Context: an optimization exercise on an open-source flow, tuned for small area and a short achievable clock period. The choices shown serve that exercise and are no tape-out recipe. Function was checked by simulation only, so behaviour that the tests miss may differ from the original. No activity file was given, so power comes from the tool's default toggle rates.

==> flow/design.v <==
module timer_top (
    input sys_clk,
    input sys_rst_n,
    input tim_psel,
    input tim_pwrite,
    input tim_penable,
    input [11:0] tim_paddr,
    input [31:0] tim_pwdata,
    input [3:0] tim_pstrb,
    input dbg_mode,
    output tim_int,
    output tim_pready,
    output tim_pslverr,
    output [31:0] tim_prdata
);
    reg [1:0] ph;
    reg       acc;
    reg       pready_q;
    reg [7:0] sel;           
    wire ph3 = (ph == 2'd3);
    always @(posedge sys_clk or negedge sys_rst_n) begin
        if (!sys_rst_n) begin
            ph       <= 2'd0;
            acc      <= 1'b0;
            pready_q <= 1'b0;
            sel      <= 8'd0;
        end else begin
            if (ph == 2'd0)
                ph <= (tim_psel && !tim_penable) ? 2'd1 : 2'd0;
            else
                ph <= ph + 2'd1;
            acc      <= ph3;
            pready_q <= acc;
            sel      <= (ph3 && tim_paddr[11:5] == 7'd0 && tim_paddr[1:0] == 2'd0)
                        ? (8'd1 << tim_paddr[4:2]) : 8'd0;
        end
    end
    wire s_tcr   = sel[0];
    wire s_tdr0  = sel[1];
    wire s_tdr1  = sel[2];
    wire s_tcmp0 = sel[3];
    wire s_tcmp1 = sel[4];
    wire s_tier  = sel[5];
    wire s_tisr  = sel[6];
    wire s_thcsr = sel[7];
    wire wr = tim_pwrite;
    reg       timer_en;
    reg       div_en;
    reg [3:0] div_val;
    wire err_n = (tim_pwdata[11:8] > 4'd8)
               || (timer_en && tim_pstrb[1] && (tim_pwdata[15:8] != {4'd0, div_val}))
               || (timer_en && tim_pstrb[0] && (tim_pwdata[1] != div_en));
    wire tcr_we = s_tcr && wr;
    reg err, pslverr_q;
    always @(posedge sys_clk)
        err <= err_n;
    wire div_en_n = (tcr_we && !err && tim_pstrb[0]) ? tim_pwdata[1] : div_en;
    wire [3:0] div_val_n = (tcr_we && !err && tim_pstrb[1]) ? tim_pwdata[11:8] : div_val;
    always @(posedge sys_clk or negedge sys_rst_n) begin
        if (!sys_rst_n) begin
            timer_en  <= 1'b0;
            div_en    <= 1'b0;
            div_val   <= 4'd1;
            pslverr_q <= 1'b0;
        end else begin
            pslverr_q <= tcr_we && err;
            if (tcr_we && tim_pstrb[0])
                timer_en <= tim_pwdata[0];
            div_en   <= div_en_n;
            div_val  <= div_val_n;
        end
    end
    reg [31:0] tdr0, tdr1, tcmp0n, tcmp1n;    
    integer b;
    always @(posedge sys_clk or negedge sys_rst_n) begin
        if (!sys_rst_n) begin
            tdr0  <= 32'h0;
            tdr1  <= 32'h0;
            tcmp0n <= 32'h0;
            tcmp1n <= 32'h0;
        end else begin
            for (b = 0; b < 4; b = b + 1) begin
                if (s_tdr0 && wr && tim_pstrb[b])  tdr0[8*b +: 8]  <= tim_pwdata[8*b +: 8];
                if (s_tdr1 && wr && tim_pstrb[b])  tdr1[8*b +: 8]  <= tim_pwdata[8*b +: 8];
                if (s_tcmp0 && wr && tim_pstrb[b]) tcmp0n[8*b +: 8] <= ~tim_pwdata[8*b +: 8];
                if (s_tcmp1 && wr && tim_pstrb[b]) tcmp1n[8*b +: 8] <= ~tim_pwdata[8*b +: 8];
            end
        end
    end
    reg        ld_hold;
    reg [7:0]  div_cnt;      
    reg        div_hit;      
    reg [63:0] counter;
    wire halt = halt_req && dbg_mode;
    wire run  = timer_en && !halt;
    wire [7:0] div_inc   = div_cnt + 8'd1;
    wire [8:0] next_ones;
    assign next_ones[0] = 1'b1;
    assign next_ones[1] = !div_cnt[0];
    genvar gk;
    generate
        for (gk = 2; gk <= 8; gk = gk + 1) begin : g_next_ones
            assign next_ones[gk] = !div_cnt[0] && (&div_cnt[gk - 1:1]);
        end
    endgenerate
    wire tcr_wok = tcr_we && !err;
    wire val0_n  = (tcr_wok && tim_pstrb[1]) ? (tim_pwdata[11:8] == 4'd0) : (div_val == 4'd0);
    wire den_n   = (tcr_wok && tim_pstrb[0]) ? tim_pwdata[1] : div_en;
    wire div_hit_n = run ? (!div_en || next_ones[div_val]) : (!den_n || val0_n);
    wire cnt_inc = !halt && div_hit;
    always @(posedge sys_clk or negedge sys_rst_n) begin
        if (!sys_rst_n) begin
            ld_hold <= 1'b0;
            div_hit <= 1'b1;
        end else begin
            ld_hold <= wr && (s_tdr0 || s_tdr1);
            div_hit <= div_hit_n;
        end
    end
    reg  [7:1] lo_ones;
    reg  [6:0] tdr_ones_q;
    reg  [7:2] mid_ones;
    wire [7:0] byte_ones;        
    wire [7:0] tdr_byte_ones;
    wire [63:0] tdr = {tdr1, tdr0};
    wire [63:0] carry;           
    wire [7:1] lo_ones_inc;      
    wire [7:1] lo_ones_ld;       
    genvar gi;
    generate
        for (gi = 0; gi < 8; gi = gi + 1) begin : g_byte
            assign byte_ones[gi]     = &counter[8*gi +: 8];
            assign tdr_byte_ones[gi] = &tdr[8*gi +: 8];
        end
        for (gi = 0; gi < 64; gi = gi + 1) begin : g_carry
            if (gi % 8 == 0)
                assign carry[gi] = (gi == 0) ? 1'b1 : lo_ones[gi / 8];
            else if (gi < 8)
                assign carry[gi] = &counter[gi - 1:0];
            else
                assign carry[gi] = lo_ones[gi / 8] & (&counter[gi - 1:(gi / 8) * 8]);
        end
        for (gi = 1; gi < 8; gi = gi + 1) begin : g_lo
            if (gi == 1)
                assign lo_ones_inc[gi] = (counter[7:0] == 8'hFE);
            else
                assign lo_ones_inc[gi] = (counter[7:0] == 8'hFE) && mid_ones[gi];
            assign lo_ones_ld[gi]  = &tdr_ones_q[gi - 1:0];
        end
    endgenerate
    wire cnt_load = !timer_en && !ld_hold;
    wire cnt_step = timer_en && cnt_inc;
    wire [7:0] byte_step;        
    generate
        for (gi = 0; gi < 8; gi = gi + 1) begin : g_step
            if (gi == 0)
                assign byte_step[gi] = cnt_step;
            else
                assign byte_step[gi] = cnt_step && lo_ones[gi];
        end
    endgenerate
    wire [63:0] toggle;
    generate
        for (gi = 0; gi < 64; gi = gi + 1) begin : g_tog
            if (gi % 8 == 0)
                assign toggle[gi] = byte_step[gi / 8];
            else
                assign toggle[gi] = byte_step[gi / 8] && (&counter[gi - 1:(gi / 8) * 8]);
        end
    endgenerate
    always @(posedge sys_clk) begin
        tdr_ones_q <= tdr_byte_ones[6:0];
        mid_ones   <= cnt_load
                      ? {&tdr_ones_q[6:1], &tdr_ones_q[5:1], &tdr_ones_q[4:1],
                         &tdr_ones_q[3:1], &tdr_ones_q[2:1], tdr_ones_q[1]}
                      : {&byte_ones[6:1], &byte_ones[5:1], &byte_ones[4:1],
                         &byte_ones[3:1], &byte_ones[2:1], byte_ones[1]};
        div_cnt <= run ? div_inc : 8'd0;
        counter <= cnt_load ? tdr : (counter ^ toggle);
        if (cnt_load)
            lo_ones <= lo_ones_ld;
        else if (cnt_step)
            lo_ones <= lo_ones_inc;
    end
    reg int_en, pending, status, tim_int_q;
    wire compare = &(counter ^ {tcmp1n, tcmp0n});
    wire int_clr = s_tisr && wr && tim_pstrb[0] && tim_pwdata[0];
    wire int_en_n  = (s_tier && wr && tim_pstrb[0]) ? tim_pwdata[0] : int_en;
    wire pending_n = !int_clr && (pending || compare);
    always @(posedge sys_clk or negedge sys_rst_n) begin
        if (!sys_rst_n) begin
            int_en    <= 1'b0;
            pending   <= 1'b0;
            status    <= 1'b0;
            tim_int_q <= 1'b0;
        end else begin
            int_en    <= int_en_n;
            pending   <= pending_n;
            status    <= !int_clr && (status || pending);
            tim_int_q <= int_en_n && pending_n;
        end
    end
    reg halt_req;
    reg dbg_d1, dbg_d2;      
    always @(posedge sys_clk or negedge sys_rst_n) begin
        if (!sys_rst_n)
            halt_req <= 1'b0;
        else if (s_thcsr && wr && tim_pstrb[0])
            halt_req <= tim_pwdata[0];
    end
    always @(posedge sys_clk) begin
        dbg_d1 <= dbg_mode;
        dbg_d2 <= dbg_d1;
    end
    reg [31:0] prdata_q;
    wire [31:0] rdata =
          ({32{s_tcr}}   & {20'h0, div_val, 6'h0, div_en, timer_en})
        | ({32{s_tdr0}}  & counter[31:0])
        | ({32{s_tdr1}}  & counter[63:32])
        | ({32{s_tcmp0}} & ~tcmp0n)
        | ({32{s_tcmp1}} & ~tcmp1n)
        | ({32{s_tier}}  & {31'h0, int_en})
        | ({32{s_tisr}}  & {31'h0, status})
        | ({32{s_thcsr}} & {30'h0, halt_req && dbg_d2, halt_req});
    always @(posedge sys_clk or negedge sys_rst_n) begin
        if (!sys_rst_n)
            prdata_q <= 32'h0;
        else
            prdata_q <= rdata;
    end
    assign tim_int     = tim_int_q;
    assign tim_pready  = pready_q;
    assign tim_pslverr = pslverr_q;
    assign tim_prdata  = prdata_q;
endmodule
==> flow/flow/run.sh <==
#!/bin/bash
# Standard ORFS layout (the standard.sh, standard synthesis unchanged) with:
#  - plain buf_1 port buffers instead of the delay-cell buffers buffer_ports
#    picks by default (timing repair upsizes them where needed),
#  - timing repair allowed to resize across cell footprints,
#  - larger clock-tree sink clusters without dummy loads.
# make's full output goes to flow_make.log; ORFS keeps each step's log under orfs/logs.
set -euo pipefail
bash standard.sh MATCH_CELL_FOOTPRINT=0 \
  "BUFFER_PORTS_ARGS=-buffer_cell sky130_fd_sc_hd__buf_1" \
  "CTS_ARGS=-sink_clustering_enable -repair_clock_nets -dont_use_dummy_load -sink_clustering_size 30 -sink_clustering_max_diameter 60" \
  finish > flow_make.log 2>&1
==> flow/standard.sh <==
#!/bin/bash
# synth_recipe.tcl (not shown) runs the flow's synth.tcl, then flattens the netlist and writes it again
# the make line also repeats each setting of config.mk as NAME=value (left out here)
make -C /OpenROAD-flow-scripts/flow DESIGN_CONFIG=/design/flow/config.mk WORK_HOME=/design/flow/orfs CLKGATE_MAP_FILE= SYNTH_SCRIPT=/design/flow/synth_recipe.tcl "${@:-finish}"
==> flow/config.mk <==
export PLATFORM = sky130hd
export DESIGN_NAME = timer_top
export DESIGN_NICKNAME = timer_top
export VERILOG_FILES = /design/flow/design.v
export SDC_FILE = /design/flow/constraint.sdc
export NUM_CORES = 4
export LEC_CHECK = 0
export CAP_MARGIN = 20
export CORE_MARGIN = 2
export CORE_UTILIZATION = 65
export SETUP_SLACK_MARGIN = 2.25
export SLEW_MARGIN = 20
==> flow/constraint.sdc <==
create_clock -name core_clock -period 4.0 [get_ports {sys_clk}]
set_input_delay 0.8000 -clock core_clock [delete_from_list [all_inputs] [get_ports {sys_clk}]]
set_output_delay 0.8000 -clock core_clock [all_outputs]
set_load 0.01 [all_outputs]
==> flow_summary.toml, run 1 <==
[yosys]
synth_area_um2 = 12100
yosysWarnings = 1
syn_avg_cell_area_um2 = 10.5
async_flop_share_pct = 66.2
synth_cell_types = 49
synth_seq_cells = 281
ys_seq_area_share_pct = 54.9
syn-num-nets = 1212
ys.flop_type = "dfrtp_1"
synthCells = 1146
synth_edf_count = 7

[floorplanning]
start_util_pct = 66.8
die_h_um = 140
chipWidth_um = 140
core_um2 = 18100
ios = 89
die_area_um2 = 19700
rows = 49

[setup_path]
path_buf_inv = 1
crit_family = "flip-flops"
cp-end-kind = "output port"
crit_fanout = 1
crit_chain = "clkbuf_2"
timing.rr.start = "div_hit"
critical_path_required_ns = 3.20
worstReg2RegEnd = "counter[5]"
critPathKind = "reg2out"
rrSetupSlack_ns = 2.22
crit_slowest_cell = "dfrtp_1"
critPathArrivalTime_ns = 1.08
start_kind = "flop"
critical_path.max_stage_delay_ns = 0.42
ff2ff_path_depth = 5

[final_layout]
diodes = 0
area_delta_synth_final_pct = 13.1
fin_area_um2 = 13700
final_layout_size_suffix_gt1_share_pct = 19.4
final_cell_mix = "180 x dfrtp_1, 175 x nand2_1, 102 x o21ai_0"
multi_input_area_um2 = 5500
nets = 1306
seq_area_um2 = 6670
final_common_cell = "dfrtp_1"
instances_no_fill = 1467
fillers = 1301

[global_route]
grt_max_degree = 130
grt_usage_pct = 33.4
grt_pass1_wl_um = 51000
globalRouteMet2Util_pct = 53.3
grt.busiest_layer = "met2"
grt_overflow = 0
antenna_found_initial = 0
grt_pass1_vias = 9051
grt.met1_usage_pct = 47.1
grtUsageMet3_pct = 5.85

[route]
via_count = 9305
wl_um = 32500
dr.pass1.iters = 5
drt_iter0_drc = 828
drc = 0
routed_via_density = 6.34
drtAntennaViolNets = 0
wire_per_inst_um = 22.2

[worst_hold_path]
hp-start = "dbg_d1"
hold_end = "dbg_d2"
holdCritPathClass = "reg2reg"
hold_depth = 0

[placed_design]
placement.io_buffers = 88
gp_congestion = 0.883
placed_cells = 1427
hpwl_um = 22100
place_area_um2 = 12700

[clock_tree]
clock_latency_ns = 0.52
cts-root-buf = "clkbuf_16"
clk_pin_slew_ns = 0.10
cts.path.max_buffers = 3
cts_tree = "built"
htreeDepth = 1
hold_buffers = 0
numCtsBuffers = 20
clock-sinks = 281

[sta]
finClkSkew_ns = 0.0386
hold_viol = 0
setup_violations = 0
worst_pin_slew_ns = 0.744
min_period_ns = 1.88
slew_viol_final = 0
max_freq_mhz = 531
setup-tns-final_ns = 0
whs_ns = 0.327
grt_setup_unrepaired = "true"
slew_headroom_pct = 50.4
min_period_over_period_pct = 47.1

[pwr]
peakVddDrop_mv = 0.379
power_density_nw_per_um2 = 352
p_total_mw = 4.82
p_leak_nw = 6.21

[status]
status = "complete, no violations"

[job]
cap_violations = 0
how the worst max path moves through the flow:
stage | end | from | slack, ns | cells past startpoint
finish | tim_prdata[6] | prdata_q[6] | 2.12 | 1
global route | tim_prdata[6] | prdata_q[6] | 2.10 | 1
CTS | tim_prdata[6] | prdata_q[6] | 2.11 | 1
detailed placement | tcmp1n[27] | tim_pwrite | 1.39 | 3
global placement | tdr1[27] | tim_pwrite | 1.46 | 3
floorplan | counter[63] | dbg_mode | 2.03 | 5
state kept, by name, indices dropped and copies added, names as in the netlist, 2 cells and up:
signal and cells:
sel 8, lo_ones 7, mid_ones 6, tcmp0n 32, tdr1 32, tdr_ones_q 7, ph 2, counter 64
div_cnt 8, tcmp1n 32, tdr0 32, prdata_q 32, div_val 4
Yosys cell counts (8+ instances only):
cell type | instances | area, um2
nand3_1 | 43 | 215
nor2_1 | 36 | 135
o21ai_0 | 106 | 531
o21ai_1 | 27 | 135
ha_1 | 12 | 150
dfrtp_1 | 184 | 4600
inv_1 | 16 | 60.1
clkbuf_1 | 41 | 154
a22oi_1 | 27 | 203
nand2_1 | 176 | 661
and3_1 | 16 | 100
xnor2_1 | 36 | 315
nor4_1 | 8 | 50.1
o221ai_1 | 25 | 219
a22o_1 | 8 | 70.1
nand4_1 | 48 | 300
mux2_2 | 72 | 811
dfxtp_1 | 88 | 1760
xor2_1 | 93 | 815
worst reg2reg max path: stages (launching register included):
cell     delay (ns)
dfstp_4        0.66
inv_4          0.04
or4_4          0.58
nor2_4         0.12
xnor2_1        0.13
o21ai_1        0.07
what timing repair did:
item                                    4_1_cts  5_1_grt
cloned                                        1        0
pin swaps                                     5       11
buffers inserted                             12        7
gates resized for setup                      53       65
endpoints found under the setup margin      274       95
area by class of cell:
class | instances | area share (%)
timing repair buffer | 118 | 4.73
multi-input combinational | 803 | 40.2
sequential | 281 | 48.8
clock buffer | 20 | 3.66
tap | 229 | 2.10
inverter | 16 | 0.513
stage by stage:
stage | util [%] | setup WS, ns
finish | 75.6 | 2.12
global route | 75.6 | 2.10
CTS | 74.4 | 2.11
detailed placement | 70.1 | 1.39
global placement | 70.1 | 1.46
floorplan | - | 2.03
logic make-up after synthesis:
group	count (synthesis)	synth area share, %
mux	72	6.71
simple gates	366	14.4
flops	281	54.9
compound gates	223	11.5
buf+inv	63	1.97
xor+xnor	129	9.35
fa+ha+maj	12	1.24
where the power goes:
part           switching (mW)  total [mW]  internal (mW)
clock                   0.923        1.81          0.887
sequential             0.0118        2.87           2.86
combinational           0.100       0.137         0.0372
per-layer routing:
metal,routed length (um),up-vias
met5,0,-
met4,964,0
met3,2710,84
met2,15300,419
met1,13600,4562
li1,-,4240
==> run 2, diff against run 1 <==
--- a/flow/config.mk
+++ b/flow/config.mk
@@ -8,5 +8,5 @@
 export CAP_MARGIN = 20
 export CORE_MARGIN = 2
 export CORE_UTILIZATION = 65
-export SETUP_SLACK_MARGIN = 2.25
+export SETUP_SLACK_MARGIN = 2.2
 export SLEW_MARGIN = 20
==> run 2 against run 1 <==
  * Largest power group unchanged
  * Highest routed layer unchanged
  * Sequential cell count unchanged
  * Core utilization decreased by 1.0 points
  * Die area did not move
  * Setup slack improved by 0.039 ns
  * Largest cell class unchanged
  * First-iteration DRC count down 9.3%
  * Register-to-register slack worse by 0.06 ns
  * Sequential power about the same
==> flow_summary.toml, run 2 <==
[status]
status = "complete, no violations"

[final_layout]
instances_no_fill = 1465
final_common_cell = "dfrtp_1"
final_cell_mix = "181 x dfrtp_1, 176 x nand2_1, 105 x o21ai_0"
final_layout_size_suffix_gt1_share_pct = 16.0
post-route-util_pct = 74.6
diodes = 0
area_delta_synth_final_pct = 11.6
regMostFlops = "counter"
fillers = 1289
largest_register_ffs = 64
nets = 1304

[yosys]
yosysWarnings = 1
synth_top_cell_by_area = "dfrtp_1"
async_flop_share_pct = 66.2
synth_seq_cells = 281
synthCells = 1146
ys.flop_type = "dfrtp_1"
synth_xor_area_share_pct = 9.35
synthMuxAreaShare_pct = 6.71
synth_cell_types = 49
synth_fa_ha_area_share_pct = 1.24
post_synth_and_or_nand_nor_area_fraction_pct = 14.4
syn-num-nets = 1212
synth_area_um2 = 12100
yosysMostFrequentCell = "dfrtp_1"
synth_edf_count = 7
syn_avg_cell_area_um2 = 10.5
synth_top_family_by_area = "simple AND/OR/NAND/NOR gates"
ys_seq_area_share_pct = 54.9
synth_compound_area_share_pct = 11.5
ys_top_cells_by_area = "dfrtp_1 38%, dfxtp_1 15%, xor2_1 6.7%"
synth_commonest_cells = "184 x dfrtp_1, 176 x nand2_1, 106 x o21ai_0"
synth_top_area_share_pct = 38.1

[sta]
whs_ns = 0.255
slew_viol_final = 0
min_period_over_period_pct = 46.1
setup_violations = 0
worst_pin_slew_ns = 0.663
slew_headroom_pct = 55.7
hold_viol = 0
min_period_ns = 1.84
setup-tns-final_ns = 0
finClkSkew_ns = 0.0385
grt_setup_unrepaired = "true"
max_freq_mhz = 542

[placed_design]
gp_congestion = 0.938
placed_cells = 1429
hpwl_um = 22500
placement.io_buffers = 88

[floorplanning]
core_um2 = 18100
rows = 49
die_h_um = 140
ios = 89
chipWidth_um = 140
die_area_um2 = 19700
start_util_pct = 66.8

[clock_tree]
numCtsBuffers = 20
cts_tree = "built"
cts.path.max_buffers = 3
clock-sinks = 281
clk_pin_slew_ns = 0.07
clock_latency_ns = 0.52
htreeDepth = 1
hold_buffers = 0
cts-root-buf = "clkbuf_16"

[pwr]
swShare_pct = 21.3
p_leak_nw = 6.18
pwr-share-comb_pct = 2.9
pwr-share-clk_pct = 37.4
power_frac_seq_pct = 59.7
peakVddDrop_mv = 0.446
p_int_mw = 3.78
p_sw_mw = 1.02
power_density_nw_per_um2 = 356

[setup_path]
critical_path_required_ns = 3.20
crit_fanout = 1
cp-end-kind = "output port"
crit_slowest_cell = "dfrtp_1"
path_buf_inv = 1
crit_chain = "clkbuf_2"
critPathArrivalTime_ns = 1.04
start_kind = "flop"
critPathKind = "reg2out"
crit_family = "flip-flops"
critical_path.max_stage_delay_ns = 0.41

[route]
via_count = 9251
wire_per_inst_um = 22.0
drt_iter0_drc = 751
drtAntennaViolNets = 0
dr.pass1.iters = 5
drc = 0
routed_via_density = 6.31
wl_um = 32300

[global_route]
grt_pass1_vias = 9200
grt_pass1_wl_um = 51900
grt_max_degree = 96
antenna_found_initial = 0
grt_usage_pct = 33.8
grt_overflow = 0

[job]
cap_violations = 0

[worst_hold_path]
holdCritPathClass = "in2async"
## run 2: cell counts after synthesis
Identical to the previous run, type by type.
## run 2: cell families after synthesis
| kind of cell | count (synthesis) |
|---|---|
| simple gates | 366 |
| flops | 281 |
| compound gates | 223 |
| xor+xnor | 129 |
| mux | 72 |
| buf+inv | 63 |
| fa+ha+maj | 12 |
## run 2: area by class of cell
type | count | area [um2] | share of cell area, %
clock buffer | 20 | 500 | 3.71
sequential | 281 | 6650 | 49.3
timing repair buffer | 116 | 627 | 4.65
inverter | 16 | 67.6 | 0.501
tap | 229 | 287 | 2.12
multi-input combinational | 803 | 5360 | 39.7
## run 2: path summary, 6_finish.rpt
path,from,end,slack [ns],cells after the start
worst max-delay path,prdata_q[6],tim_prdata[6],2.16,1
worst max register to register,tcmp1n[8],pending,2.16,6
max in group asynchronous,sys_rst_n,status,2.85,2
worst min-delay path,sys_rst_n,tdr1[18],0.26,1
worst min register to register,acc,pready_q,0.36,0
min in group core_clock,acc,pready_q,0.36,0
## run 2: per-layer routing
layer,track usage (%),routed length (um)
met4,10.9,1100
met1,48.4,13700
met5,0,0
met3,5.20,2460
met2,53.6,15000
## run 2: power by group through the flow
stage | Combinational (mW) | Sequential, mW | Clock [mW]
finish | 0.139 | 2.87 | 1.80
global route | 0.160 | 2.88 | 1.93
CTS | 0.139 | 2.87 | 1.83
detailed placement | 0.138 | 2.93 | 0
global placement | 0.134 | 2.93 | 0
floorplan | 0.0347 | 2.93 | 0
## run 2: repair_timing
| action | 4_1_cts | 5_1_grt |
|---|---|---|
| buffers inserted | 11 | 4 |
| setup endpoints to repair | 239 | 89 |
| pin swaps | 7 | 4 |
| gates resized for setup | 39 | 34 |
| cloned | 1 | 0 |
## run 2: through the flow
step / setup slack [ns] / total power, mW / area [um2]
6_report: 2.16 / 4.81 / 13500
5_1_grt: 2.13 / 4.97 / 13500
4_1_cts: 2.15 / 4.84 / 13400
3_5_place_dp: 1.37 / 3.07 / 12700
3_3_place_gp: 1.45 / 3.06 / 12700
2_1_floorplan: 2.03 / 2.96 / 12100
==> run 3, diff against run 2 <==
--- a/flow/config.mk
+++ b/flow/config.mk
@@ -7,6 +7,6 @@
 export LEC_CHECK = 0
 export CAP_MARGIN = 20
 export CORE_MARGIN = 2
-export CORE_UTILIZATION = 65
-export SETUP_SLACK_MARGIN = 2.2
+export CORE_UTILIZATION = 70
+export SETUP_SLACK_MARGIN = 2.3
 export SLEW_MARGIN = 20
==> run 3 against run 2 <==
  * Final cell count grew 0.68%
  * Core utilization grew 6.8 points
  * Non-clock buffer count grew 15
  * Global-route usage grew 2.7 points
  * Synthesized area is the same
  * Register-to-register slack gained 0.05 ns
  * Sequential power is essentially flat
  * Setup slack gained 0.013 ns
  * Largest power group unchanged
  * Critical path type unchanged
  * Design area grew 2.9%
  * Die area shrank 6.9%
  * Hold slack gained 0.084 ns
==> flow_summary.toml, run 3 <==
[status]
status = "complete, no violations"

[yosys]
post_synth_and_or_nand_nor_area_fraction_pct = 14.4
synth_area_um2 = 12100
synth_seq_cells = 281
synth_fa_ha_area_share_pct = 1.24
synth_cell_types = 49
async_flop_share_pct = 66.2
synthCells = 1146
synth_compound_area_share_pct = 11.5
yosysWarnings = 1
syn-num-nets = 1212
yosysMostFrequentCell = "dfrtp_1"
ys.flop_type = "dfrtp_1"
synth_top_cell_by_area = "dfrtp_1"
synth_top_area_share_pct = 38.1
synth_edf_count = 7
ys_top_cells_by_area = "dfrtp_1 38%, dfxtp_1 15%, xor2_1 6.7%"
synth_top_family_by_area = "simple AND/OR/NAND/NOR gates"
syn_avg_cell_area_um2 = 10.5
synth_commonest_cells = "184 x dfrtp_1, 176 x nand2_1, 106 x o21ai_0"
ys_seq_area_share_pct = 54.9
synth_xor_area_share_pct = 9.35
synthMuxAreaShare_pct = 6.71

[clock_tree]
clk_pin_slew_ns = 0.10
clock-sinks = 281
clock_latency_ns = 0.53
cts_tree = "built"
cts.path.max_buffers = 3
htreeDepth = 1
hold_buffers = 0
cts-root-buf = "clkbuf_16"
numCtsBuffers = 18

[pwr]
power_frac_seq_pct = 61.0
p_sw_mw = 1.00
p_leak_nw = 6.26
peakVddDrop_mv = 0.383
pwr-share-clk_pct = 36.0
pwr-share-comb_pct = 3.0
swShare_pct = 21.3
p_int_mw = 3.70
power_density_nw_per_um2 = 339

[sta]
min_period_over_period_pct = 45.8
finClkSkew_ns = 0.0638
setup_violations = 0
hold_viol = 0
setup-tns-final_ns = 0
slew_headroom_pct = 51.0
worst_pin_slew_ns = 0.735
whs_ns = 0.339
min_period_ns = 1.83
slew_viol_final = 0
grt_setup_unrepaired = "true"
max_freq_mhz = 546

[floorplanning]
core_um2 = 17100
start_util_pct = 70.9
chipWidth_um = 135
die_area_um2 = 18300
ios = 89
die_h_um = 135
rows = 48

[worst_hold_path]
holdCritPathClass = "in2async"

[setup_path]
path_buf_inv = 1
worstSetupEndpoint = "tim_prdata[4]"
crit_family = "flip-flops"
timing.rr.start = "div_hit"
crit_chain = "clkbuf_2"
ff2ff_path_depth = 5
critical_path.max_stage_delay_ns = 0.38
crit_fanout = 1
start_kind = "flop"
cp.depth = 1
worstReg2RegEnd = "counter[63]"
crit_slowest_cell = "dfrtp_1"
cp-end-kind = "output port"
startpoint = "prdata_q[4]"
rrSetupSlack_ns = 2.21
critPathArrivalTime_ns = 1.03
critical_path_required_ns = 3.20
critPathKind = "reg2out"

[placed_design]
hpwl_um = 21400
gp_congestion = 0.945
place_area_um2 = 12700
placement.io_buffers = 88

[final_layout]
post-route-util_pct = 81.3
largest_register_ffs = 64
final_layout_size_suffix_gt1_share_pct = 21.0
final_common_cell = "dfrtp_1"
area_delta_synth_final_pct = 14.8
fin_area_um2 = 13900
final_cell_mix = "177 x dfrtp_1, 174 x nand2_1, 96 x o21ai_0"
nets = 1317
regMostFlops = "counter"

[route]
routed_via_density = 6.50
drt_iter0_drc = 1145
drtAntennaViolNets = 0
via_count = 9587
drc = 0
wl_um = 33200
dr.pass1.iters = 5
wire_per_inst_um = 22.5

[global_route]
antenna_found_initial = 1
grt_usage_pct = 36.5
grt_overflow = 0
grt_max_degree = 79
grt_pass1_wl_um = 50900
grt_pass1_vias = 9105

[job]
cap_violations = 0
[run 3: cell counts after synthesis]
No cell type changed its count.
[run 3: metal layers]
layer | routed length, um | GRT usage (%) | up-vias
li1 | - | - | 4255
met1 | 13400 | 51.0 | 4658
met2 | 15000 | 56.8 | 555
met3 | 3330 | 7.41 | 119
met4 | 1490 | 14.4 | 0
met5 | 0 | 0 | -
[run 3: logic make-up (layout without fill, tap and decap cells)]
family                   after synthesis  in the layout
AND/OR/NAND/NOR                      366            367
XOR/XNOR                             129            129
AO/OA/AOI/OAI                        223            223
adder cells (fa/ha/maj)               12             12
other                                  0              1
flip-flops                           281            281
buffers and inverters                 63            165
multiplexers                          72             72
[run 3: how the worst min path moves through the flow]
stage	from	end	slack [ns]	cells after the start
3_5_place_dp	dbg_d1	dbg_d2	0.32	0
4_1_cts	dbg_d1	dbg_d2	0.35	0
3_3_place_gp	dbg_d1	dbg_d2	0.33	0
2_1_floorplan	dbg_d1	dbg_d2	0.31	0
6_report	sys_rst_n	tcmp0n[14]	0.34	1
5_1_grt	dbg_d1	dbg_d2	0.36	0
[run 3: power by group through the flow]
stage	clock [mW]	combinational, mW	sequential [mW]
finish	1.69	0.140	2.87
global placement	0	0.134	2.93
detailed placement	0	0.137	2.93
global route	1.81	0.160	2.87
CTS	1.71	0.139	2.87
floorplan	0	0.0369	2.93
[run 3: what timing repair did]
item	in CTS	in global routing
setup endpoints to repair	269	130
gates cloned	4	0
buffers inserted	19	12
pin swaps	16	15
resized for setup	80	58
hold endpoints to repair	0	0
[run 3: final cells by class]
cell class	instances	area (um2)
clock buffers	18	450
multi-input cells	803	5580
fillers	1052	3180
well taps	225	282
flip-flops and latches	281	6670
diodes	1	2.50
repair buffers	131	827
inverters	16	70.1
[run 3: metrics by stage]
stage               power [mW]  instances  setup slack [ns]
floorplan                 2.97       1146              2.03
detailed placement        3.07       1421              1.28
CTS                       4.72       1462              2.16
global route              4.84       1475              2.15
finish                    4.70       1475              2.17
global placement          3.06       1421              1.37
==> run 4, diff against run 3 <==
==> flow/run.sh (new file) <==
#!/bin/bash
# synth_recipe.tcl (not shown) runs the flow's synth.tcl, then flattens the netlist and writes it again
# the make line also repeats each setting of config.mk as NAME=value (left out here)
make -C /OpenROAD-flow-scripts/flow DESIGN_CONFIG=/design/flow/config.mk WORK_HOME=/design/flow/orfs CLKGATE_MAP_FILE= SYNTH_SCRIPT=/design/flow/synth_recipe.tcl finish
--- a/flow/config.mk
+++ b/flow/config.mk
@@ -8,5 +8,7 @@
 export CAP_MARGIN = 20
 export CORE_MARGIN = 2
 export CORE_UTILIZATION = 70
-export SETUP_SLACK_MARGIN = 2.3
+export CTS_CLUSTER_DIAMETER = 60
+export CTS_CLUSTER_SIZE = 30
+export SETUP_SLACK_MARGIN = 2.1
 export SLEW_MARGIN = 20
removed: flow/flow/run.sh
removed: flow/standard.sh
==> run 4 against run 3 <==
  * First-iteration DRC count rose by 2.3%
  * Largest cell class unchanged
  * Final cell count fell by 0.20%
  * Sequential power hardly changed
  * Highest routed layer unchanged
  * Non-clock buffer count is 15 lower
  * Critical path type is now reg2reg
  * Total power is 3.6% higher
  * Sequential cell count did not move
  * Clock skew shrank 0.046 ns
  * Critical endpoint is now mid_ones[7]
==> flow_summary.toml, run 4 <==
[yosys]
syn_avg_cell_area_um2 = 10.5
synth_cell_types = 49
ys_seq_area_share_pct = 54.9
synth_edf_count = 7
synthCells = 1146
async_flop_share_pct = 66.2
ys_top_cells_by_area = "dfrtp_1 38%, dfxtp_1 15%, xor2_1 6.7%"
yosysMostFrequentCell = "dfrtp_1"
yosysWarnings = 1
syn-num-nets = 1212
synth_top_cell_by_area = "dfrtp_1"
synth_commonest_cells = "184 x dfrtp_1, 176 x nand2_1, 106 x o21ai_0"
synth_area_um2 = 12100
synth_seq_cells = 281
ys.flop_type = "dfrtp_1"
synth_top_area_share_pct = 38.1

[global_route]
grt_usage_pct = 36.1
antenna_found_initial = 0
grt_max_degree = 92
grt_pass1_vias = 9219
grt_pass1_wl_um = 50700
grt_overflow = 0

[clock_tree]
cts_tree = "built"
clock_latency_ns = 0.51
clock-sinks = 281
cts-root-buf = "clkbuf_16"
cts.path.max_buffers = 3
numCtsBuffers = 17
clk_pin_slew_ns = 0.09
htreeDepth = 1

[floorplanning]
start_util_pct = 70.9
rows = 48
die_area_um2 = 18300
ios = 89
chipWidth_um = 135
core_um2 = 17100
die_h_um = 135

[route]
drc = 0
via_count = 9462
drtAntennaViolNets = 0
routed_via_density = 6.43
drt_iter0_drc = 1171
wl_um = 32200
dr.pass1.iters = 6
wire_per_inst_um = 21.9

[job]
cap_violations = 0

[final_layout]
largest_register_ffs = 64
regMostFlops = "counter"
final_common_cell = "dfrtp_1"
diodes = 0
seq_area_um2 = 6640
nets = 1302
post-route-util_pct = 81.2
final_layout_size_suffix_gt1_share_pct = 16.6
final_cell_mix = "182 x dfrtp_1, 176 x nand2_1, 106 x o21ai_0"
fin_area_um2 = 13800
multi_input_area_um2 = 5380
area_delta_synth_final_pct = 14.5
fillers = 1111

[worst_hold_path]
holdCritPathClass = "in2async"

[setup_path]
crit_fanout = 10
critPathArrivalTime_ns = 2.32
cp-end-kind = "flop"
critPathKind = "reg2reg"
start_kind = "flop"
ff2ff_path_depth = 6
critical_path_required_ns = 4.43

[sta]
setup_violations = 0
worst_pin_slew_ns = 1.03
slew_headroom_pct = 31.5
setup-tns-final_ns = 0
slew_viol_final = 0
grt_setup_unrepaired = "true"
finClkSkew_ns = 0.0175
min_period_ns = 1.89
max_freq_mhz = 529
min_period_over_period_pct = 47.2
hold_viol = 0

[placed_design]
placement.io_buffers = 88
gp_congestion = 0.900
place_area_um2 = 13200
hpwl_um = 21800

[status]
status = "complete, no violations"

[pwr]
power_density_nw_per_um2 = 352
p_total_mw = 4.87
peakVddDrop_mv = 0.372
p_leak_nw = 6.37
run 4: per-stage QoR:
| stage | worst slack (ns) | cells | hold slack, ns |
|---|---|---|---|
| after CTS | 2.09 | 1470 | 0.370 |
| after detailed placement | 0.980 | 1428 | 0.351 |
| final | 2.11 | 1472 | 0.320 |
| after global placement | 1.05 | 1428 | 0.334 |
| after global routing | 2.07 | 1472 | 0.378 |
| after floorplan | 2.03 | 1146 | 0.310 |
run 4: path summary, 6_finish.rpt:
path | endpoint | slack, ns | startpoint
min in group core_clock | dbg_d2 | 0.36 | dbg_d1
worst min-delay path | tcmp1n[16] | 0.32 | sys_rst_n
worst min register to register | dbg_d2 | 0.36 | dbg_d1
max in group asynchronous | div_val[0] | 2.76 | sys_rst_n
worst max-delay path | mid_ones[7] | 2.11 | timer_en
worst max register to register | mid_ones[7] | 2.11 | timer_en
run 4: cells by family after synthesis:
family,after synthesis,synth area share [%]
compound gates,223,11.5
xor+xnor,129,9.35
fa+ha+maj,12,1.24
buf+inv,63,1.97
flops,281,54.9
mux,72,6.71
simple gates,366,14.4
run 4: timing repair:
action                     in CTS  in global routing
cloned                          2                  0
pin swaps                       7                  3
hold buffers                    0                  0
resized for setup             150                 27
setup endpoints to repair     260                 50
setup buffers                  10                  2
run 4: metal layers:
layer | vias to the layer above | wire length, um | track usage (%)
met5 | - | 0 | 0
met4 | 0 | 1240 | 13.2
met3 | 101 | 2740 | 5.65
met2 | 513 | 15200 | 58.2
met1 | 4616 | 13000 | 50.3
li1 | 4232 | - | -
run 4: cell type report:
| type | count | area share [%] |
|---|---|---|
| Clock buffer | 18 | 3.10 |
| Clock inverter | 12 | 0.723 |
| Inverter | 16 | 0.488 |
| Multi-Input combinational cell | 804 | 38.8 |
| Sequential cell | 281 | 48.0 |
| Tap cell | 225 | 2.03 |
| Timing Repair Buffer | 116 | 6.86 |
run 4: power by group:
group          switching, mW  internal (mW)  leakage, nW
sequential            0.0134           2.86         3.37
combinational          0.103         0.0695         2.75
clock                   1.01          0.824        0.252
run 4: worst max-delay path: stages (launching register included):
cell and delay (ns):
dfrtp_2 0.49, buf_4 0.16, or2_4 0.27, nand4_1 0.19
nor4_1 0.33, nand4_1 0.17, o21ai_0 0.19
==> run 5, diff against run 4 <==
--- a/flow/design.v
+++ b/flow/design.v
@@ -17,6 +17,7 @@
     reg       acc;
     reg       pready_q;
     reg [7:0] sel;           
+    reg [4:1] wsel;          
     wire ph3 = (ph == 2'd3);
     always @(posedge sys_clk or negedge sys_rst_n) begin
         if (!sys_rst_n) begin
@@ -24,6 +25,7 @@
             acc      <= 1'b0;
             pready_q <= 1'b0;
             sel      <= 8'd0;
+            wsel     <= 4'd0;
         end else begin
             if (ph == 2'd0)
                 ph <= (tim_psel && !tim_penable) ? 2'd1 : 2'd0;
@@ -33,6 +35,8 @@
             pready_q <= acc;
             sel      <= (ph3 && tim_paddr[11:5] == 7'd0 && tim_paddr[1:0] == 2'd0)
                         ? (8'd1 << tim_paddr[4:2]) : 8'd0;
+            wsel     <= (ph3 && tim_pwrite && tim_paddr[11:5] == 7'd0 && tim_paddr[1:0] == 2'd0)
+                        ? ((8'd1 << tim_paddr[4:2]) >> 1) : 4'd0;
         end
     end
     wire s_tcr   = sel[0];
@@ -80,10 +84,10 @@
             tcmp1n <= 32'h0;
         end else begin
             for (b = 0; b < 4; b = b + 1) begin
-                if (s_tdr0 && wr && tim_pstrb[b])  tdr0[8*b +: 8]  <= tim_pwdata[8*b +: 8];
-                if (s_tdr1 && wr && tim_pstrb[b])  tdr1[8*b +: 8]  <= tim_pwdata[8*b +: 8];
-                if (s_tcmp0 && wr && tim_pstrb[b]) tcmp0n[8*b +: 8] <= ~tim_pwdata[8*b +: 8];
-                if (s_tcmp1 && wr && tim_pstrb[b]) tcmp1n[8*b +: 8] <= ~tim_pwdata[8*b +: 8];
+                if (wsel[1] && tim_pstrb[b])  tdr0[8*b +: 8]  <= tim_pwdata[8*b +: 8];
+                if (wsel[2] && tim_pstrb[b])  tdr1[8*b +: 8]  <= tim_pwdata[8*b +: 8];
+                if (wsel[3] && tim_pstrb[b]) tcmp0n[8*b +: 8] <= ~tim_pwdata[8*b +: 8];
+                if (wsel[4] && tim_pstrb[b]) tcmp1n[8*b +: 8] <= ~tim_pwdata[8*b +: 8];
             end
         end
     end
@@ -113,7 +117,7 @@
             ld_hold <= 1'b0;
             div_hit <= 1'b1;
         end else begin
-            ld_hold <= wr && (s_tdr0 || s_tdr1);
+            ld_hold <= wsel[1] || wsel[2];
             div_hit <= div_hit_n;
         end
     end
==> flow/flow/run.sh (new file) <==
#!/bin/bash
# Standard ORFS layout (the standard.sh, standard synthesis unchanged) with:
#  - plain buf_1 port buffers instead of the delay-cell buffers buffer_ports
#    picks by default (timing repair upsizes them where needed),
#  - timing repair allowed to resize across cell footprints,
#  - larger clock-tree sink clusters without dummy loads.
# make's full output goes to flow_make.log; ORFS keeps each step's log under orfs/logs.
set -euo pipefail
bash standard.sh MATCH_CELL_FOOTPRINT=0 \
  "BUFFER_PORTS_ARGS=-buffer_cell sky130_fd_sc_hd__buf_1" \
  "CTS_ARGS=-sink_clustering_enable -repair_clock_nets -dont_use_dummy_load -sink_clustering_size 30 -sink_clustering_max_diameter 60" \
  finish > flow_make.log 2>&1
==> flow/standard.sh (new file) <==
#!/bin/bash
# synth_recipe.tcl (not shown) runs the flow's synth.tcl, then flattens the netlist and writes it again
# the make line also repeats each setting of config.mk as NAME=value (left out here)
make -C /OpenROAD-flow-scripts/flow DESIGN_CONFIG=/design/flow/config.mk WORK_HOME=/design/flow/orfs CLKGATE_MAP_FILE= SYNTH_SCRIPT=/design/flow/synth_recipe.tcl "${@:-finish}"
--- a/flow/config.mk
+++ b/flow/config.mk
@@ -8,7 +8,5 @@
 export CAP_MARGIN = 20
 export CORE_MARGIN = 2
 export CORE_UTILIZATION = 70
-export CTS_CLUSTER_DIAMETER = 60
-export CTS_CLUSTER_SIZE = 30
 export SETUP_SLACK_MARGIN = 2.1
 export SLEW_MARGIN = 20
removed: flow/run.sh
==> run 5 against run 4 <==
  * First-iteration DRC count decreased by 13%
  * Clock power decreased by 6%
  * Sequential share of layout area increased by 2.4 points
  * Combinational power decreased by about 20%
  * Routed wire length decreased by 2.5%
  * Critical path type unchanged
  * Critical endpoint unchanged
  * Largest power group unchanged
  * Highest routed layer is now met5
==> flow_summary.toml, run 5 <==
[status]
status = "complete, no violations"

[yosys]
async_flop_share_pct = 66.7
synth_commonest_cells = "188 x dfrtp_1, 144 x nand2_1, 93 x xor2_1"
synth_seq_cells = 285
synth_top_cell_by_area = "dfrtp_1"
synth_top_area_share_pct = 38.5
synth_area_um2 = 12200
syn_avg_cell_area_um2 = 10.6
synthCells = 1157
ys_top_cells_by_area = "dfrtp_1 38%, dfxtp_1 14%, xor2_1 6.7%"
yosysWarnings = 1
syn-num-nets = 1223
ys_seq_area_share_pct = 55.1
yosysMostFrequentCell = "dfrtp_1"
ys.flop_type = "dfrtp_1"
synth_cell_types = 51
synth_edf_count = 7

[setup_path]
crit_family = "simple AND/OR/NAND/NOR gates"
timing.rr.start = "ld_hold"
start_kind = "flop"
rrSetupSlack_ns = 2.04
crit_fanout = 10
crit_slowest_cell = "dfrtp_1"
startpoint = "ld_hold"
critical_path_required_ns = 4.43
path_buf_inv = 0
cp.depth = 5
critPathArrivalTime_ns = 2.39
cp-end-kind = "flop"
ff2ff_path_depth = 5
worstSetupEndpoint = "mid_ones[7]"
critPathKind = "reg2reg"
worstReg2RegEnd = "mid_ones[7]"
critical_path.max_stage_delay_ns = 0.49
crit_top_cell = "nand4_1"
crit_chain = "or2_4, nand4_1, nor4_2, nand4_1, o21ai_1"

[clock_tree]
clock-sinks = 285
numCtsBuffers = 18
clk_pin_slew_ns = 0.10
cts-root-buf = "clkbuf_16"
htreeDepth = 1
cts.path.max_buffers = 3
clock_latency_ns = 0.51
cts_tree = "built"

[floorplanning]
start_util_pct = 71.2
core_um2 = 17200
rows = 48
die_area_um2 = 18500
chipWidth_um = 136
die_h_um = 136
ios = 89

[final_layout]
final_layout_size_suffix_gt1_share_pct = 10.9
fillers = 1170
nets = 1299
final_common_cell = "dfrtp_1"
regMostFlops = "counter"
instances_no_fill = 1457
post-route-util_pct = 77.8
multi_input_area_um2 = 5320
seq_area_um2 = 6740
area_delta_synth_final_pct = 9.40
final_cell_mix = "186 x dfrtp_1, 144 x nand2_1, 90 x xor2_1"
largest_register_ffs = 64

[sta]
min_period_over_period_pct = 49.1
whs_ns = 0.354
slew_viol_final = 0
worst_pin_slew_ns = 0.905
slew_headroom_pct = 39.6
min_period_ns = 1.96
max_freq_mhz = 509
hold_viol = 0
setup-tns-final_ns = 0
grt_setup_unrepaired = "true"
finClkSkew_ns = 0.0364
setup_violations = 0

[route]
dr.pass1.iters = 5
wl_um = 31400
via_count = 9305
drtAntennaViolNets = 0
drt_iter0_drc = 1024
drc = 0
routed_via_density = 6.39
wire_per_inst_um = 21.5

[worst_hold_path]
holdCritPathClass = "reg2reg"

[pwr]
pwr-share-clk_pct = 36.0
power_frac_seq_pct = 61.1
swShare_pct = 21.5
p_leak_nw = 6.10
power_density_nw_per_um2 = 356
p_sw_mw = 1.02
peakVddDrop_mv = 0.367
pwr-share-comb_pct = 2.9
p_int_mw = 3.74

[placed_design]
placed_cells = 1429
hpwl_um = 21600
gp_congestion = 0.896
placement.io_buffers = 88

[global_route]
grt_usage_pct = 34.8
grt_max_degree = 61
grt_pass1_wl_um = 49500
antenna_found_initial = 1
grt_pass1_vias = 8950
grt_overflow = 0

[job]
cap_violations = 0
-- run 5: cell count changes after synthesis, moves of 4 or more --
| cell | change |
|---|---|
| clkbuf_1 | +6 |
| and2_1 | +6 |
| dfrtp_1 | +4 |
| nand2_1 | -32 |
| nor2_1 | +43 |
| a21oi_1 | +42 |
| o21ai_0 | -44 |
| buf_1 | -4 |
| nand3_1 | -18 |
-- run 5: cell type report --
class	instances	area share, %
sequential	285	50.4
multi-input combinational	806	39.8
timing repair buffer	105	3.86
clock buffer	18	3.37
tap	225	2.11
inverter	17	0.477
antenna	1	0.0187
-- run 5: timing repair --
action | CTS | global route
hold buffers | 0 | 0
hold endpoints to repair | 0 | 0
gates cloned | 1 | 0
pin swaps | 1 | 1
resized for setup | 8 | 7
setup buffers | 2 | 6
endpoints found under the setup margin | 81 | 31
-- run 5: metrics by stage --
stage | setup WS (ns) | instance area, um2 | power [mW]
after floorplan | 2.03 | 12200 | 3.01
after global placement | 1.47 | 12800 | 3.10
after detailed placement | 1.43 | 12800 | 3.11
after CTS | 2.11 | 13300 | 4.77
after global routing | 2.04 | 13400 | 4.89
final | 2.04 | 13400 | 4.76
-- run 5: logic make-up (layout without fill, tap and decap cells) --
family / count (synthesis) / after routing / synth area share [%]
simple gates: 369 / 370 / 14.4
flops: 285 / 285 / 55.1
compound gates: 223 / 223 / 11.4
xor+xnor: 129 / 129 / 9.24
mux: 72 / 72 / 6.63
buf+inv: 67 / 140 / 2.08
fa+ha+maj: 12 / 12 / 1.23
other cells: 0 / 1 / 0
-- run 5: metal layers --
| layer | global-route usage [%] | vias up | part of all wire [%] |
|---|---|---|---|
| li1 | - | 4226 | - |
| met1 | 49.4 | 4613 | 42 |
| met2 | 55.4 | 404 | 47 |
| met3 | 5.78 | 60 | 7.8 |
| met4 | 10.9 | 2 | 2.8 |
| met5 | 0 | - | 0.032 |
-- run 5: worst reg2reg max path, cell delays in order (launching register included) --
cell,delay [ns]
dfrtp_1,0.49
or2_4,0.28
nand4_1,0.32
nor4_2,0.40
nand4_1,0.22
o21ai_1,0.17
-- run 5: how the worst min path moves through the flow --
stage,from,endpoint,slack [ns],depth (start not counted)
5_1_grt,dbg_d1,dbg_d2,0.36,0
3_3_place_gp,dbg_d1,dbg_d2,0.31,0
3_5_place_dp,dbg_d1,dbg_d2,0.33,0
4_1_cts,dbg_d1,dbg_d2,0.36,0
2_1_floorplan,dbg_d1,dbg_d2,0.31,0
6_report,dbg_d1,dbg_d2,0.35,0
-- run 5: power by group through the flow --
stage	Clock (mW)	Combinational (mW)	Sequential, mW
2_1_floorplan	0	0.0331	2.97
3_3_place_gp	0	0.133	2.97
3_5_place_dp	0	0.139	2.97
4_1_cts	1.72	0.139	2.91
5_1_grt	1.82	0.156	2.91
6_report	1.72	0.137	2.91

[re-timing with driven ports]
Ports are ideal in the flow. The routed layouts listed here were re-timed in OpenROAD. Step 1, drivers: a clkbuf_16 drives sys_clk and a buf_2 each remaining input, both assumed. Step 2 also shifts input and output timing later by t, the mid clock arrival at the registers, as if the neighbouring blocks saw the same clock. Three values: ideal ports, drivers, drivers and shift; two values: the first two.
| run | shift t [ns] | setup slack, ns | worst setup path at the end | worst slew at a driven data input, ns | cell pins on the clock port's net |
|---|---|---|---|---|---|
| run 1 | 0.549 | 2.116 / 2.069 / 1.696 | input to register | 0.04 | 1 |
| run 2 | 0.554 | 2.155 / 2.106 / 1.741 | input to register | 0.04 | 1 |
| run 3 | 0.541 | 2.168 / 2.122 / 1.735 | input to register | 0.07 | 1 |
| run 4 | 0.552 | 2.111 / 2.111 / 1.588 | input to register | 0.04 | 1 |
| run 5 | 0.542 | 2.037 / 2.037 / 1.665 | input to register | 0.03 | 1 |
After both steps every run listed still meets setup and hold. For run 4, which loses most, drivers alone change the setup slack by 0.000 ns; drivers and shift together by -0.523 ns.
